Context: an optimization exercise on an open-source flow, tuned for small area. The choices shown serve that exercise and are no tape-out recipe. The RTL was checked by simulation tests, not by an equivalence proof against the original design. The clock input has no modelled driver; a real chip could not lean on it and would need a root buffer or a full tree. Power figures rest on the tool's default switching activity, not on a simulated workload.

v30:
// top_module
module top_module(
    input clk,
    input btn_rst,
    input btn_pause,
    output sclk,
    output rclk,
    output dio,
    output buzzer
    );
==> flow/config.mk <==
export PLATFORM = sky130hd
export DESIGN_NAME = top_module
export DESIGN_NICKNAME = top_module
export VERILOG_FILES = /design/flow/design.v
export SDC_FILE = /design/flow/constraint.sdc
export NUM_CORES = 4
export LEC_CHECK = 0
export CAP_MARGIN = 20
export CORE_AREA = 2 2 64 64
export DIE_AREA = 0 0 66 66
export PLACE_DENSITY = 0.9
export SLEW_MARGIN = 20
==> flow/constraint.sdc <==
create_clock -name core_clock -period 20.0 [get_ports {clk}]
set_input_delay 4.0000 -clock core_clock [delete_from_list [all_inputs] [get_ports {clk}]]
set_output_delay 4.0000 -clock core_clock [all_outputs]
set_load 0.01 [all_outputs]
standard.sh (not shown) runs the stock make flow with config.mk's settings and CLKGATE_MAP_FILE= SYNTH_SCRIPT=/design/flow/synth_recipe.tcl, a recipe that flattens the netlist after the stock synthesis.
==> flow/flow/run.sh <==
#!/bin/bash
# Layout flow: the standard flow (standard.sh) with three changes.
#  1. After the standard synthesis, the same synthesis is run again with
#     area-oriented ABC scripts (flow/abc_N.script, NUM_CORES at a time) in place of
#     ORFS's abc_speed.script. Only the combinational mapping changes. The
#     smallest of those netlists that has exactly the standard synthesis's
#     registers (same names, same cell types) replaces the standard one.
#  2. Ports are buffered with buf_1 cells.
#  3. The clock tree is one level of buffers: flow/manual_cts.tcl, sourced
#     as ORFS's PRE_CTS hook, replaces clock_tree_synthesis so that the clock
#     port drives 4 buf_4 cells, each driving a quarter of the registers.
# Each tool's output goes to a log_*.txt file in the work folder.
set -euo pipefail
W=$(pwd)
R=$W/orfs/results/$FLOW_PLATFORM/top_module/base

bash standard.sh synth > $W/log_1_synth_standard.txt 2>&1

regs() { grep -oE '^\s*sky130_fd_sc_hd__(df|sdf|edf|dl)[a-z0-9_]+\s+\S+' "$1" | sed -E 's/_[0-9]+\s+/ /' | sort; }
area() { grep -oE 'Chip area for module .*: [0-9.]+' "$1" | awk '{print $NF}'; }

# 1. area-oriented syntheses, each in its own ORFS work folder
synth_one() {
    local s=$1 n
    n=$(basename $s .script)
    rm -rf $W/scripts_$n
    cp -r $FLOW_HOME/scripts $W/scripts_$n
    cp $s $W/scripts_$n/abc_speed.script
    make -C $FLOW_HOME DESIGN_CONFIG=$W/config.mk WORK_HOME=$W/orfs_$n \
        CLKGATE_MAP_FILE= SYNTH_SCRIPT=$W/synth_recipe.tcl \
        SCRIPTS_DIR=$W/scripts_$n \
        $W/orfs_$n/results/$FLOW_PLATFORM/top_module/base/1_2_yosys.v > $W/log_1_synth_$n.txt 2>&1 || true
}
export -f synth_one
export W
ls $W/flow/abc_*.script | xargs -P ${NUM_CORES:-4} -I{} bash -c 'synth_one {}'

best=""; best_area=$(area $W/orfs/reports/$FLOW_PLATFORM/top_module/base/synth_stat.txt)
echo "standard: $best_area" > $W/log_1_choice.txt
for s in $W/flow/abc_*.script; do
    n=$(basename $s .script)
    A=$W/orfs_$n/results/$FLOW_PLATFORM/top_module/base/1_2_yosys.v
    S=$W/orfs_$n/reports/$FLOW_PLATFORM/top_module/base/synth_stat.txt
    [[ -s $A && -s $S ]] || { echo "$n: failed" >> $W/log_1_choice.txt; continue; }
    if ! diff <(regs $R/1_2_yosys.v) <(regs $A) > /dev/null; then
        echo "$n: registers differ" >> $W/log_1_choice.txt; continue
    fi
    a=$(area $S)
    echo "$n: $a" >> $W/log_1_choice.txt
    if awk -v a=$a -v b=$best_area 'BEGIN { exit !(a < b) }'; then best=$n; best_area=$a; fi
done
if [[ -n $best ]]; then
    echo "using $best ($best_area)" >> $W/log_1_choice.txt
    cp $W/orfs_$best/results/$FLOW_PLATFORM/top_module/base/1_2_yosys.v $R/1_2_yosys.v
    touch $R/1_2_yosys.v
else
    echo "using the standard netlist" >> $W/log_1_choice.txt
fi

# 2., 3. the rest of the standard flow
export BUFFER_PORTS_ARGS="-buffer_cell sky130_fd_sc_hd__buf_1"
export PRE_CTS_TCL=$W/flow/manual_cts.tcl
export MANUAL_CTS_PORT=clk
export MANUAL_CTS_NB=4
export MANUAL_CTS_BUF=sky130_fd_sc_hd__buf_4
bash standard.sh finish > $W/log_2_finish.txt 2>&1
Other scripts of this flow, unchanged in this note and not shown: flow/flow/abc_1.script, flow/flow/abc_2.script, flow/flow/abc_3.script, flow/flow/abc_4.script, flow/flow/abc_5.script, flow/flow/abc_6.script, flow/flow/abc_7.script, flow/flow/abc_8.script, flow/flow/manual_cts.tcl
### v30 -> v20
- a deleted PLACE_DENSITY that had been 0.9
==> flow/flow/abc_10.script (new file) <==
strash
&get -n
&deepsyn -T 20 -S 1
&put
&get -n
&dch -f
&nf -R 1000
&put
mfs3 -a
topo
dnsize
==> flow/flow/abc_11.script (new file) <==
strash
&get -n
&deepsyn -T 20 -S 1
&put
&get -n
&dch -f
&nf -R 1000 -C 32
&put
&get -n
&dch -f
&nf -R 1000 -C 32
&put
&get -n
&dch -f
&nf -R 1000 -C 32
&put
mfs3 -a
topo
dnsize
==> flow/flow/abc_12.script (new file) <==
strash
&get -n
&deepsyn -T 20 -S 1
&put
&get -n
&dch -f
&nf -R 1000 -C 32
&put
&get -n
&dch -f
&nf -R 1000 -C 32
&put
mfs3 -a
topo
dnsize
==> flow/flow/abc_13.script (new file) <==
strash
&get -n
&deepsyn -T 20 -S 2
&put
&get -n
&dch -f
&nf -R 1000 -C 32
&put
&get -n
&dch -f
&nf -R 1000 -C 32
&put
&get -n
&dch -f
&nf -R 1000 -C 32
&put
mfs3 -a
topo
dnsize
==> flow/flow/abc_9.script (new file) <==
strash
&get -n
&deepsyn -T 20 -S 1
&put
&get -n
&dch -f
&nf -R 1000 -C 32
&put
&get -n
&dch -f
&nf -R 1000 -C 32
&put
topo
dnsize
Going from v30 to v20, combinational power moved down, average instance area after synthesis roughly the same, power density relative to cell area level. Diff v30 -> v20: worst hold slack neither gained nor lost much, fraction of power spent switching nets fell by 0.26 points. Against v30, v20 comes in about 0.6% lower on area after synthesis. Core utilization: v20 < v30. Of v20 and v30, the lower part of the power in the clock network belongs to v30. Data arrival time of the critical path came out higher on v20 than on v30.
### v20 -> v19
removed: flow/flow/abc_10.script
removed: flow/flow/abc_11.script
removed: flow/flow/abc_12.script
removed: flow/flow/abc_13.script
removed: flow/flow/abc_9.script
Notes after the runs:
Looking at v19 and v20, the setup clock skew after layout is a wash.
Worst setup slack before clock tree synthesis: v19 and v20 compared, higher one is v19
Compared to v20, v19 leaves less free space in the core.
Sort v19 and v20 by total wirelength of the detailed-routed design desc -> top: v19
Relative to v20, the finished layout cell area of v19 is higher by 11 sq um.
The minimum clock period after layout reported for v19 is smaller than that of v20 by 0.054 ns.
Taking v20 as the reference, in v19 share of total power in sequential cells decreased by 0.5 points relative to the old numbers, total power increased by about 1% relative to the old numbers, non-clock inverter instance count of the final layout decreased by 1 relative to the old numbers.
Looking at net total in the final layout, v19 sits about 0.55% above v20.
In every run of this note, the design's own scripts or RTL, not TritonCTS, make the clock network.

* * *

Another version of the RTL of top_module (not shown whole).
Size: roughly 160 cells after synthesis, about 7 I/O pins, roughly 1800 um2 of cells after synthesis.
Settings: LEC_CHECK=0, CAP_MARGIN=20, CORE_AREA=2 2 64 64, DIE_AREA=0 0 66 66, SLEW_MARGIN=20; clock period 20.0 ns.
==> flow/flow/run.sh <==
#!/bin/bash
# Layout flow: the standard flow (standard.sh) with three changes.
#  1. After the standard synthesis, the same synthesis is run again with
#     area-oriented ABC scripts (flow/abc_N.script, in parallel) in place of
#     ORFS's abc_speed.script. Only the combinational mapping changes. The
#     smallest of those netlists that has exactly the standard synthesis's
#     registers (same names, same cell types) replaces the standard one.
#  2. Ports are buffered with buf_1 cells.
#  3. The clock tree is one level of buffers: flow/manual_cts.tcl, sourced
#     as ORFS's PRE_CTS hook, replaces clock_tree_synthesis so that the clock
#     port drives 3 buf_6 cells, each driving a third of the registers.
# Each tool's output goes to a log_*.txt file in the work folder.
set -euo pipefail
W=$(pwd)
R=$W/orfs/results/$FLOW_PLATFORM/top_module/base

bash standard.sh synth > $W/log_1_synth_standard.txt 2>&1

regs() { grep -oE '^\s*sky130_fd_sc_hd__(df|sdf|edf|dl)[a-z0-9_]+\s+\S+' "$1" | sed -E 's/_[0-9]+\s+/ /' | sort; }
area() { grep -oE 'Chip area for module .*: [0-9.]+' "$1" | awk '{print $NF}'; }

# 1. area-oriented syntheses, each in its own ORFS work folder
for s in $W/flow/abc_*.script; do
    n=$(basename $s .script)
    (
        rm -rf $W/scripts_$n
        cp -r $FLOW_HOME/scripts $W/scripts_$n
        cp $s $W/scripts_$n/abc_speed.script
        make -C $FLOW_HOME DESIGN_CONFIG=$W/config.mk WORK_HOME=$W/orfs_$n \
            CLKGATE_MAP_FILE= SYNTH_SCRIPT=$W/synth_recipe.tcl \
            SCRIPTS_DIR=$W/scripts_$n \
            $W/orfs_$n/results/$FLOW_PLATFORM/top_module/base/1_2_yosys.v > $W/log_1_synth_$n.txt 2>&1 || true
    ) &
done
wait

best=""; best_area=$(area $W/orfs/reports/$FLOW_PLATFORM/top_module/base/synth_stat.txt)
echo "standard: $best_area" > $W/log_1_choice.txt
for s in $W/flow/abc_*.script; do
    n=$(basename $s .script)
    A=$W/orfs_$n/results/$FLOW_PLATFORM/top_module/base/1_2_yosys.v
    S=$W/orfs_$n/reports/$FLOW_PLATFORM/top_module/base/synth_stat.txt
    [[ -s $A && -s $S ]] || { echo "$n: failed" >> $W/log_1_choice.txt; continue; }
    if ! diff <(regs $R/1_2_yosys.v) <(regs $A) > /dev/null; then
        echo "$n: registers differ" >> $W/log_1_choice.txt; continue
    fi
    a=$(area $S)
    echo "$n: $a" >> $W/log_1_choice.txt
    if awk -v a=$a -v b=$best_area 'BEGIN { exit !(a < b) }'; then best=$n; best_area=$a; fi
done
if [[ -n $best ]]; then
    echo "using $best ($best_area)" >> $W/log_1_choice.txt
    cp $W/orfs_$best/results/$FLOW_PLATFORM/top_module/base/1_2_yosys.v $R/1_2_yosys.v
    touch $R/1_2_yosys.v
else
    echo "using the standard netlist" >> $W/log_1_choice.txt
fi

# 2., 3. the rest of the standard flow
export BUFFER_PORTS_ARGS="-buffer_cell sky130_fd_sc_hd__buf_1"
export PRE_CTS_TCL=$W/flow/manual_cts.tcl
export MANUAL_CTS_PORT=clk
export MANUAL_CTS_NB=3
export MANUAL_CTS_BUF=sky130_fd_sc_hd__buf_6
bash standard.sh finish > $W/log_2_finish.txt 2>&1
==> flow/flow/abc_4.script <==
strash
dc2
&get -n
&dch -f
&nf -R 1000
&put
&get -n
&dch -f
&nf -R 1000
&put
topo
dnsize
==> flow/flow/manual_cts.tcl <==
# PRE_CTS hook: replaces the clock tree that CTS would build with one level of
# clock buffers. The clock port drives MANUAL_CTS_NB buffers of type
# MANUAL_CTS_BUF; each drives the clock pins of one group of registers. The
# groups split the registers into equal parts by recursive bisection of their
# placement, and each buffer is placed at its group's centre. Every register
# gets its clock through one buffer of the same type, as in a balanced tree.
rename clock_tree_synthesis orfs_clock_tree_synthesis

proc mcts_split { items k } {
  if { $k <= 1 } { return [list $items] }
  set xs {}; set ys {}
  foreach it $items { lappend xs [lindex $it 1]; lappend ys [lindex $it 2] }
  set dx [expr { [tcl::mathfunc::max {*}$xs] - [tcl::mathfunc::min {*}$xs] }]
  set dy [expr { [tcl::mathfunc::max {*}$ys] - [tcl::mathfunc::min {*}$ys] }]
  set idx [expr { $dx >= $dy ? 1 : 2 }]
  set sorted [lsort -integer -index $idx $items]
  set k1 [expr { $k / 2 }]
  set n1 [expr { ([llength $items] * $k1 + $k / 2) / $k }]
  return [concat [mcts_split [lrange $sorted 0 [expr { $n1 - 1 }]] $k1] \
                 [mcts_split [lrange $sorted $n1 end] [expr { $k - $k1 }]]]
}

proc clock_tree_synthesis { args } {
  set nb $::env(MANUAL_CTS_NB)
  set db [ord::get_db]
  set block [ord::get_db_block]
  set master [$db findMaster $::env(MANUAL_CTS_BUF)]
  set clk [[$block findBTerm $::env(MANUAL_CTS_PORT)] getNet]
  $clk setSigType CLOCK
  set items {}
  foreach it [$clk getITerms] {
    set box [[$it getInst] getBBox]
    lappend items [list $it [expr { ([$box xMin] + [$box xMax]) / 2 }] [expr { ([$box yMin] + [$box yMax]) / 2 }]]
  }
  puts "manual CTS: [llength $items] clock pins, $nb x $::env(MANUAL_CTS_BUF)"
  set g 0
  foreach group [mcts_split $items $nb] {
    set net [odb::dbNet_create $block "clknet_$g"]
    $net setSigType CLOCK
    set inst [odb::dbInst_create $block $master "clkbuf_$g"]
    [$inst findITerm A] connect $clk
    [$inst findITerm X] connect $net
    set sx 0; set sy 0
    foreach item $group {
      set it [lindex $item 0]
      $it disconnect
      $it connect $net
      incr sx [lindex $item 1]; incr sy [lindex $item 2]
    }
    set n [llength $group]
    $inst setLocation [expr { $sx / $n }] [expr { $sy / $n }]
    $inst setPlacementStatus PLACED
    puts "manual CTS: clkbuf_$g drives $n clock pins"
    incr g
  }
  set_propagated_clock [all_clocks]
}
Other scripts of this flow, unchanged in this note and not shown: flow/flow/abc_1.script, flow/flow/abc_2.script, flow/flow/abc_3.script
The first run passed the timing, design-rule and antenna checks.
Rerun with:
--- a/flow/flow/run.sh
+++ b/flow/flow/run.sh
@@ -3,3 +3,3 @@
 #  1. After the standard synthesis, the same synthesis is run again with
-#     area-oriented ABC scripts (flow/abc_N.script, in parallel) in place of
+#     area-oriented ABC scripts (flow/abc_N.script, NUM_CORES at a time) in place of
 #     ORFS's abc_speed.script. Only the combinational mapping changes. The
@@ -10,3 +10,3 @@
 #     as ORFS's PRE_CTS hook, replaces clock_tree_synthesis so that the clock
-#     port drives 3 buf_6 cells, each driving a third of the registers.
+#     port drives 4 buf_4 cells, each driving a quarter of the registers.
 # Each tool's output goes to a log_*.txt file in the work folder.
@@ -22,15 +22,16 @@
 # 1. area-oriented syntheses, each in its own ORFS work folder
-for s in $W/flow/abc_*.script; do
+synth_one() {
+    local s=$1 n
     n=$(basename $s .script)
-    (
-        rm -rf $W/scripts_$n
-        cp -r $FLOW_HOME/scripts $W/scripts_$n
-        cp $s $W/scripts_$n/abc_speed.script
-        make -C $FLOW_HOME DESIGN_CONFIG=$W/config.mk WORK_HOME=$W/orfs_$n \
-            CLKGATE_MAP_FILE= SYNTH_SCRIPT=$W/synth_recipe.tcl \
-            SCRIPTS_DIR=$W/scripts_$n \
-            $W/orfs_$n/results/$FLOW_PLATFORM/top_module/base/1_2_yosys.v > $W/log_1_synth_$n.txt 2>&1 || true
-    ) &
-done
-wait
+    rm -rf $W/scripts_$n
+    cp -r $FLOW_HOME/scripts $W/scripts_$n
+    cp $s $W/scripts_$n/abc_speed.script
+    make -C $FLOW_HOME DESIGN_CONFIG=$W/config.mk WORK_HOME=$W/orfs_$n \
+        CLKGATE_MAP_FILE= SYNTH_SCRIPT=$W/synth_recipe.tcl \
+        SCRIPTS_DIR=$W/scripts_$n \
+        $W/orfs_$n/results/$FLOW_PLATFORM/top_module/base/1_2_yosys.v > $W/log_1_synth_$n.txt 2>&1 || true
+}
+export -f synth_one
+export W
+ls $W/flow/abc_*.script | xargs -P ${NUM_CORES:-4} -I{} bash -c 'synth_one {}'
 
@@ -62,4 +63,4 @@
 export MANUAL_CTS_PORT=clk
-export MANUAL_CTS_NB=3
-export MANUAL_CTS_BUF=sky130_fd_sc_hd__buf_6
+export MANUAL_CTS_NB=4
+export MANUAL_CTS_BUF=sky130_fd_sc_hd__buf_4
 bash standard.sh finish > $W/log_2_finish.txt 2>&1
==> flow/flow/abc_4.script (replaced) <==
strash
&get -n
&deepsyn -T 20 -S 4
&put
&get -n
&dch -f
&nf -R 1000
&put
&get -n
&dch -f
&nf -R 1000
&put
topo
dnsize
==> flow/flow/abc_5.script (new file) <==
strash
&get -n
&deepsyn -T 20 -S 5
&put
&get -n
&dch -f
&nf -R 1000
&put
&get -n
&dch -f
&nf -R 1000
&put
topo
dnsize
==> flow/flow/abc_6.script (new file) <==
strash
&get -n
&deepsyn -T 20 -S 6
&put
&get -n
&dch -f
&nf -R 1000
&put
&get -n
&dch -f
&nf -R 1000
&put
topo
dnsize
==> flow/flow/abc_7.script (new file) <==
strash
&get -n
&deepsyn -T 20 -S 7
&put
&get -n
&dch -f
&nf -R 1000
&put
&get -n
&dch -f
&nf -R 1000
&put
topo
dnsize
==> flow/flow/abc_8.script (new file) <==
strash
dc2
&get -n
&dch -f
&nf -R 1000
&put
&get -n
&dch -f
&nf -R 1000
&put
topo
dnsize
Effect:
- global-route usage increases by 0.67 points
- fmax increases by 2.3%
- clock skew decreases by 0.0037 ns
- sequential power stays flat
- synthesized cell count decreases by 0.61%
In every run of this note, the design's own scripts or RTL, not TritonCTS, make the clock network.

[what the ideal ports hide]
In the flow no input, the clock included, has a driving cell. The finished layouts below were timed again as built, in two steps.
Step 1 assumes that a clkbuf_16 drives the clock port and a buf_2 every other input.
Step 2, shift: input delay + t, output delay - t, t = (earliest + latest rising clock arrival at the registers) / 2. This alone moves slack from input paths to output paths.
Slacks: ideal / step 1 / step 2; pairs: ideal / step 1.
| run | t (ns) | setup WS [ns] | latest minus earliest clock arrival (ns) | cell pins on the clock port's net |
|---|---|---|---|---|
| v30 | 0.179 | 14.428 / 14.382 / 14.562 | 0.008 / 0.009 | 4 |
| v20 | 0.181 | 14.331 / 14.286 / 14.467 | 0.010 / 0.010 | 4 |
| v19 | 0.181 | 14.385 / 14.341 / 14.522 | 0.011 / 0.010 | 4 |
| the first run of note 2 | 0.166 | 14.320 / 14.278 / 14.444 | 0.010 / 0.010 | 3 |
| the second run of note 2 | 0.183 | 14.446 / 14.399 / 14.582 | 0.007 / 0.006 | 4 |
After both steps every run listed still meets setup and hold.
